This design comes from an exercise in tuning for small area on the open sky130 flow, not from production work.
Only simulation tests tie the RTL to the original design; equivalence was not proved.
Power is estimated from default activity; no workload was simulated.

File: run.sh
#!/bin/bash
# synth_recipe.tcl (not shown) runs the flow's synth.tcl, then flattens the netlist and writes it again
# the make line also repeats each setting of config.mk as NAME=value (left out here)
make -C /OpenROAD-flow-scripts/flow DESIGN_CONFIG=/design/flow/config.mk WORK_HOME=/design/flow/orfs CLKGATE_MAP_FILE= SYNTH_SCRIPT=/design/flow/synth_recipe.tcl finish
File: config.mk
export PLATFORM = sky130hd
export DESIGN_NAME = router
export DESIGN_NICKNAME = router
export VERILOG_FILES = /design/flow/design.v
export SDC_FILE = /design/flow/constraint.sdc
export NUM_CORES = 8
export LEC_CHECK = 0
export CAP_MARGIN = 20
export CORE_MARGIN = 2
export CORE_UTILIZATION = 35
export SLEW_MARGIN = 30
File: constraint.sdc
create_clock -name core_clock -period 12.0 [get_ports {clock}]
set_input_delay 2.4000 -clock core_clock [delete_from_list [all_inputs] [get_ports {clock}]]
set_output_delay 2.4000 -clock core_clock [all_outputs]
set_load 0.01 [all_outputs]
File: design.v
`timescale 1ns/1ps
module ingress #(parameter LL = 72) (
    input clock, reset_n,
    input frame_n, valid_n, di,
    input granted,
    output reg pend,
    output reg [2:0] aq,
    output reg [2:0] w,
    output reg [LL-1:0] line,
    output b0                   
);
    reg [1:0] ca;
    reg [2:0] ain;
    reg d1, d2;
    always @(posedge clock) begin
        line <= {line[LL-2:0], di};
        if (!reset_n) begin
            ca <= 2'd0;
            d1 <= 1'b0;
            d2 <= 1'b0;
            pend <= 1'b0;
        end else begin
            if (frame_n & valid_n) ca <= 2'd0;
            else if (!frame_n & valid_n & (ca != 2'd3)) begin
                ca <= ca + 2'd1;
                ain <= {di, ain[2:1]};
            end
            d1 <= !valid_n & frame_n;
            d2 <= d1;
            if (d2) pend <= 1'b1;
            else if (granted) pend <= 1'b0;
        end
        if (d2) begin
            aq <= ain;
            w <= 3'd0;
        end else if (pend) w <= w + 3'd1;
    end
    assign b0 = line[33 + w];
endmodule
`timescale 1ns/1ps
module selector #(parameter LL = 72) (
    input clock, reset_n, start,
    input [2:0] aq,             
    input [3:0] hd,             
    input [4:0] jc1,            
    input [2:0] w,              
    input [LL-1:0] line,
    output reg act,
    output reg [2:0] tq,
    output reg [3:0] ts,
    output busy,
    output stream
);
    reg [4:0] jc, cnt;
    reg [6:0] k;
    always @(posedge clock) begin
        if (!reset_n) act <= 1'b0;
        else if (start) act <= 1'b1;
        else if (cnt == 5'd0) act <= 1'b0;
        if (start) begin
            tq <= aq;
            ts <= hd;
            jc <= jc1;
            k <= 7'd34 + w - jc1;
            cnt <= (jc1 == 5'd1) ? 5'd30 : 5'd31;
        end else begin
            jc <= jc + 5'd1;
            cnt <= cnt - 5'd1;
            if (jc == 5'd31) k <= k + 7'd32;
        end
    end
    assign busy = act & (cnt != 5'd0);
    assign stream = line[k];
endmodule
`timescale 1ns/1ps
module rf32 (
    input clock, x, clr,
    output r1
);
    reg [31:0] r;
    always @(posedge clock) r <= {r[30:2], r[1] & ~clr, r[0], r[31] | x};
    assign r1 = r[1];
endmodule
`timescale 1ns/1ps
module fifo3 (
    input clock, reset_n, init,
    input [4:0] G,
    input [7:0] req,            
    input xs,                   
    input [9:0] cq,             
    input [159:0] csd,          
    output we,
    output reg [3:0] head,
    output [4:0] jc1,
    output dout, valido_n
);
    reg [3:0] tail;
    reg emp;
    reg [4:0] L;
    wire pop, snd;
    wire full = (head == tail) & ~emp;
    assign we = (|req) & ~full;
    assign jc1 = emp ? 5'd1 : G - L;
    wire jz = (jc1 == 5'd1);
    always @(posedge clock) begin
        if (!reset_n) begin
            head <= 4'd0;
            tail <= 4'd0;
            emp <= 1'b1;
        end else begin
            if (we) head <= head + 4'd1;
            if (pop) tail <= tail + 4'd1;
            if (we && !pop) emp <= 1'b0;
            else if (!we && pop && (tail + 4'd1 == head)) emp <= 1'b1;
        end
        if (we) L <= emp ? G + 5'd1 : L + 5'd2;
    end
    egress e (.clock(clock), .reset_n(reset_n), .empty(emp), .pop(pop), .snd(snd),
        .valido_n(valido_n));
    wire [15:0] r1v;
    genvar s, c;
    generate
        for (s = 0; s < 16; s = s + 1) begin : g_s
            wire [9:0] hd;
            for (c = 0; c < 10; c = c + 1) begin : g_h
                assign hd[c] = cq[c] & csd[16*c + s];
            end
            wire x = (we & jz & (head == s) & xs) | (|hd);
            wire clr = init | (snd & (tail == s));
            rf32 r (.clock(clock), .x(x), .clr(clr), .r1(r1v[s]));
        end
    endgenerate
    assign dout = r1v[tail];
endmodule
`timescale 1ns/1ps
module egress (
    input clock, reset_n, empty,
    output pop, snd, valido_n
);
    reg [5:0] ec;
    always @(posedge clock) begin
        if (!reset_n) ec <= 6'd0;
        else if (ec == 6'd0) ec <= empty ? 6'd0 : 6'd1;
        else if (ec == 6'd33) ec <= 6'd0;
        else ec <= ec + 6'd1;
    end
    assign pop = (ec == 6'd33);
    assign snd = (ec != 6'd0) & (ec != 6'd33);
    assign valido_n = ~snd;
endmodule
`timescale 1ns/1ps
module router(
    input clock, reset_n,
    input [7:0] frame_n, valid_n, di,
    output [7:0] dout, valido_n, frameo_n
);
    reg [4:0] G;
    always @(posedge clock) if (!reset_n) G <= 5'd0; else G <= G + 5'd1;
    reg init;
    always @(posedge clock) if (!reset_n) init <= 1'b1; else if (G == 5'd31) init <= 1'b0;
    wire [7:0] pend, granted, b0;
    wire [23:0] aq, wv;
    wire [63:0] grant;            
    wire [7:0] we_all, jz_all;
    wire [31:0] head_all;
    wire [39:0] jc1_all;
    wire [9:0] cact, cbusy, cstr;
    wire [29:0] ctq;
    wire [39:0] cts;
    wire [79:0] cq;               
    wire [159:0] csd;             
    genvar i, q, s, c;
    generate
        for (c = 0; c < 10; c = c + 1) begin : g_dec
            for (q = 0; q < 8; q = q + 1) begin : g_dq
                assign cq[8*c + q] = cact[c] & (ctq[3*c +: 3] == q);
            end
            for (s = 0; s < 16; s = s + 1) begin : g_ds
                assign csd[16*c + s] = (cts[4*c +: 4] == s) & cstr[c];
            end
        end
        for (i = 0; i < 8; i = i + 1) begin : g_in
            wire [64+i:0] line;
            ingress #(.LL(65 + i)) ip (.clock(clock), .reset_n(reset_n), .frame_n(frame_n[i]),
                .valid_n(valid_n[i]), .di(di[i]), .granted(granted[i]), .pend(pend[i]),
                .aq(aq[3*i +: 3]), .w(wv[3*i +: 3]), .line(line), .b0(b0[i]));
            wire [7:0] blk;
            for (c = 0; c < 8; c = c + 1) begin : g_b
                if (c < i) assign blk[c] = pend[c] & (aq[3*c +: 3] == aq[3*i +: 3]);
                else assign blk[c] = 1'b0;
            end
            assign granted[i] = pend[i] & ~|blk;
            wire [7:0] g;
            wire [3:0] hd;
            wire [4:0] j1;
            wire st;
            for (q = 0; q < 8; q = q + 1) begin : g_g
                assign g[q] = grant[8*q + i];
            end
            assign st = |(g & we_all);
            sel8 #(.W(4)) sh (.s(g), .d(head_all), .y(hd));
            sel8 #(.W(5)) sj (.s(g), .d(jc1_all), .y(j1));
            wire prim_start = (i < 6) ? st : (st & ~cbusy[i]);
            selector #(.LL(65 + i)) ch (.clock(clock), .reset_n(reset_n), .start(prim_start),
                .aq(aq[3*i +: 3]), .hd(hd), .jc1(j1), .w(wv[3*i +: 3]),
                .line(line), .act(cact[i]), .tq(ctq[3*i +: 3]), .ts(cts[4*i +: 4]),
                .busy(cbusy[i]), .stream(cstr[i]));
            if (i >= 6) begin : g_sec
                selector #(.LL(65 + i)) ch2 (.clock(clock), .reset_n(reset_n), .start(st & cbusy[i]),
                    .aq(aq[3*i +: 3]), .hd(hd), .jc1(j1), .w(wv[3*i +: 3]),
                    .line(line), .act(cact[i+2]), .tq(ctq[3*(i+2) +: 3]), .ts(cts[4*(i+2) +: 4]),
                    .busy(cbusy[i+2]), .stream(cstr[i+2]));
            end
        end
        for (q = 0; q < 8; q = q + 1) begin : g_q
            wire [7:0] req;
            for (i = 0; i < 8; i = i + 1) begin : g_r
                assign req[i] = pend[i] & (aq[3*i +: 3] == q);
            end
            assign grant[8*q +: 8] = req & granted;
            wire [9:0] cqq;
            for (c = 0; c < 10; c = c + 1) begin : g_c
                assign cqq[c] = cq[8*c + q];
            end
            fifo3 f (.clock(clock), .reset_n(reset_n), .init(init), .G(G), .req(req),
                .xs(|(req & granted & b0)), .cq(cqq), .csd(csd), .we(we_all[q]),
                .head(head_all[4*q +: 4]), .jc1(jc1_all[5*q +: 5]),
                .dout(dout[q]), .valido_n(valido_n[q]));
            assign frameo_n[q] = valido_n[q];
        end
    endgenerate
endmodule
module sel8 #(parameter W = 4) (
    input [7:0] s,
    input [8*W-1:0] d,
    output [W-1:0] y
);
    genvar b, q;
    generate
        for (b = 0; b < W; b = b + 1) begin : g_b
            wire [7:0] t;
            for (q = 0; q < 8; q = q + 1) begin : g_q
                assign t[q] = s[q] & d[W*q + b];
            end
            assign y[b] = |t;
        end
    endgenerate
endmodule
==> out/metrics.yaml <==
routing:
  detail_route.drc_violations: 0
  post_route_antenna_net_violation_count: 0
  avgViaCountPerCell: 5.07
  vias: 87253
  drt-initial-drc-count: 9621
  route.detailed.wl_per_inst_um: 28.5
  detail_route.wirelength_um: 490000
  drt_pass1_iterations: 14
worst_setup_path:
  path_common_cell: "inv_1"
  cp_slowest_stage_delay_ns: 0.59
  worst-endpoint-required_ns: 9.60
  crit_start: "g_q[6].f.e.ec[1]$_SDFF_PP0_"
  timing.critical_path.cells: "inv_1, ha_1, and3_1, nor2b_1, inv_1, clkdlybuf4s50_1"
  crit_path_start_kind: "register"
  critPathBufInv: 3
  critPathSlowestCell: "clkdlybuf4s50_1"
  worst-setup-path-type: "reg -> out"
  cp_data_arrival_time_ns: 3.46
  critPathTopFamily: "buffers and inverters"
  r2r-start: "g_in[7].ch.k[1]$_DFFE_PP_"
  worstSetupEndpointType: "output pin"
  crit_fanout: 7
power:
  design_power_total_mw: 33.8
  cell_internal_pwr_mw: 26.8
  pwr-share-seq_pct: 52.5
  switchingPower_mw: 7.00
  power.switching_fraction_pct: 20.7
  vdd.ir_drop.worst_v: 0.000145
  pwr_density_cell_mw_per_mm2: 199
  combPwrFrac_pct: 2.4
  p_leak_nw: 65.1
  power_frac_clock_pct: 45.1
global_routing:
  grt_overflow: 0
  antenna_found_initial: 73
  grt.total_usage_pct: 22.9
  first_global_vias: 82926
  grt_first_pass_wirelength_um: 668000
  largest_net_degree_at_the_start_of_global_routing: 69
final_layout:
  multi_input_comb_area_mm2: 0.0368
  fin_area_mm2: 0.170
  finalNetCount: 11568
  sequential_cell_area_mm2: 0.106
  syn_to_final_growth_pct: 17.5
  fillCellCount: 38077
  post_route_cells_drive_above_1_share_pct: 13.1
clocking:
  clock_tree.htree_level_count: 5
  clock_sink_total: 5172
  post_cts_resized: 0
  cts_inserted_buffers: 464
  reg_clk_slew_reported_paths_ns: 0.06
  clk-insertion-delay-late_ns: 1.04
  cts.hold.buffers_added: 0
  cts_max_path_buffers: 4
  postCtsSetupRepairBufs: 0
  cts_tree: "built"
  root_buffer: "clkbuf_16"
synthesis:
  edff_count_synth: 228
  dominant_combinational_cell_family_by_area_after_synthesis: "simple AND/OR/NAND/NOR gates"
  synth_seq_area_share_pct: 73.1
  synth_cells: 10914
  synth_nets: 11180
  yosys-top-cells-count: "dfxtp_1 (4,944), nand2_1 (597), nor2_1 (516)"
  syn_avg_cell_area_um2: 13.3
  synthSimpleGateAreaFrac_pct: 8.71
  synthMostInstantiatedCell: "dfxtp_1"
  synth-seq-cells: 5172
  synthAdderAreaFrac_pct: 2.16
  synthDistinctLibCells: 113
  synth-async-reset-ratio_pct: 0
  yosysWarnings: 20
  yosys.area.top_type: "dfxtp_1"
  synthDominantCellAreaShare_pct: 68.4
  synth_compound_area_share_pct: 7.63
  mappedNetlistArea_mm2: 0.145
  cell_types_with_the_largest_area_share_after_synthesis: "dfxtp_1 (68%), edfxtp_1 (4.7%), mux4_2 (2.3%), ha_1 (1.9%), mux2i_1 (1.6%)"
  multiplexer_share_of_the_synthesized_area_pct: 4.20
  yosys.area_share.xor_xnor_pct: 2.10
  dominantRegCellSynth: "dfxtp_1"
placement:
  dp_wirelength_um: 360000
  area_after_detailed_placement_mm2: 0.153
  port-buffer-count: 49
  gp_congestion: 1.08
min_path:
  timing.hold.worst.class: "reg -> reg"
  holdCritStartpoint: "g_in[5].ip.line[65]$_DFF_P_"
timing:
  finalClockSkew_ns: 0.114
  worst_slew_margin_rel_pct: 20.2
  fin_crit_sh_pct: 48.8
  post-route-min-period_ns: 5.86
  fmax_mhz: 171
  hold_viol: 0
  report.final.slew_viol_count: 0
  worst_hold_slack_ns: 0.242
  worst_max_slew_pin_slew_ns: 1.20
  rsz0062_at_grt: "no"
  setup-violations-final: 0
  fin_tns_setup_ns: 0
floorplan:
  die-width_um: 647
  core_region_area_mm2: 0.413
  die_height_um: 647
  rows: 236
  fp.dieArea_mm2: 0.419
  initial_utilization_pct: 35.1
  io_pins: 50
status:
  outcome: "complete, no violations"
flow_run:
  drv_cap: 0
==> cell families after synthesis <==
| group | Yosys count |
|---|---|
| mux | 418 |
| flops | 5172 |
| fa+ha+maj | 240 |
| buf+inv | 705 |
| xor+xnor | 345 |
| simple gates | 2472 |
| compound gates | 1562 |
==> routing by layer <==
| metal | global-route usage, % | up-vias | share of wire, % |
|---|---|---|---|
| met5 | 0 | - | 0.024 |
| met2 | 32.8 | 3992 | 41 |
| li1 | - | 39021 | - |
| met4 | 12.3 | 18 | 6.2 |
| met1 | 30.7 | 43072 | 44 |
| met3 | 7.05 | 1150 | 9.4 |
==> state kept, by name, indices dropped and copies added (netlist names), 10 cells and up <==
| signal | count |
|---|---|
| g_q.f.g_s.r.r | 4096 |
| g_in.ip.line | 548 |
| g_in.ch.k | 56 |
| g_q.f.e.ec | 48 |
| g_in.ch.cnt | 40 |
| g_in.ch.jc | 40 |
| g_q.f.L | 40 |
| g_in.ch.ts | 32 |
| g_q.f.head | 32 |
| g_q.f.tail | 32 |
| g_in.ch.tq | 24 |
| g_in.ip.ain | 24 |
| g_in.ip.aq | 24 |
| g_in.ip.w | 24 |
| g_in.ip.ca | 16 |
| g_in.g_sec.ch2.k | 14 |
| g_in.g_sec.ch2.cnt | 10 |
| g_in.g_sec.ch2.jc | 10 |
==> power by group through the flow <==
| stage | registers (mW) | clock network [mW] | logic (mW) |
|---|---|---|---|
| after global placement | 18.1 | 0 | 0.783 |
| after detailed placement | 18.1 | 0 | 0.806 |
| after global routing | 17.8 | 16.4 | 0.911 |
| after CTS | 17.7 | 15.7 | 0.811 |
| after floorplan | 18.1 | 0 | 0.602 |
| final | 17.7 | 15.2 | 0.813 |
==> path summary, 6_finish.rpt <==
kind,endpoint,slack [ns],depth (start not counted)
worst max-delay path,valido_n[6],6.14,6
worst min-delay path,g_in[5].ip.line[66]$_DFF_P_,0.24,0
worst max register to register,g_q[5].f.g_s[6].r.r[0]$_DFF_P_,6.79,11
worst min register to register,g_in[5].ip.line[66]$_DFF_P_,0.24,0
==> cell type report <==
cell class                      instances  share of cell area (%)
Clock inverter                        184                    1.51
Timing Repair Buffer                  400                    1.86
Tap cell                             5474                    4.03
Antenna cell                           38                  0.0559
Clock buffer                          684                    8.18
Inverter                              227                   0.502
Sequential cell                      5172                    62.2
Multi-Input combinational cell       5037                    21.6
==> metrics by stage <==
step           utilization (%)  worst slack, ns  std cells
5_1_grt                   41.2             6.00      17181
6_report                  41.2             6.14      17216
3_5_place_dp              37.2             7.05      16308
3_3_place_gp              37.1             6.90      16296
4_1_cts                   41.2             6.06      17176
2_1_floorplan                -             7.78      10914
==> cell usage in the layout (no fill, tap or decap), types with 92 or more instances in the layout <==
cell type,instances
buf_4,341
ha_1,224
nand3_1,260
xor2_1,103
clkbuf_8,126
edfxtp_1,228
o22ai_1,293
inv_1,220
nand4_1,150
nor2_1,474
clkbuf_16,474
and2_1,112
xnor2_1,238
a221oi_1,101
nand2b_1,108
nand2_1,596
and3_1,93
mux2i_1,233
a22oi_1,249
o21ai_0,92
a21oi_1,288
nor3_1,130
dfxtp_1,4941
nor2b_1,165
mux4_2,145

## port drivers added, routing unchanged
How much do the figures lean on ideal ports? The routed layout below was timed once more, with nothing changed but the port constraints. Step 1: set_driving_cell puts a clkbuf_16 on clock and a buf_2 on each other input, an assumption about the parent block. Step 2 moves the port delays by t, midway between the first and last clock arrival at a register: inputs arrive t later, outputs are due t later. That takes back most of the time a late clock gives input paths. Three values: ideal ports, drivers, drivers and shift; two values: the first two.
t, ns: 1.099
setup slack, ns: 6.139 / 6.030 / 6.786
worst setup path at the end: register to register
worst data-port slew with drivers (ns): 0.07
After both steps this run still meets setup and hold. The setup slack of this run moves by -0.109 ns with the drivers and by +0.647 ns with both steps.
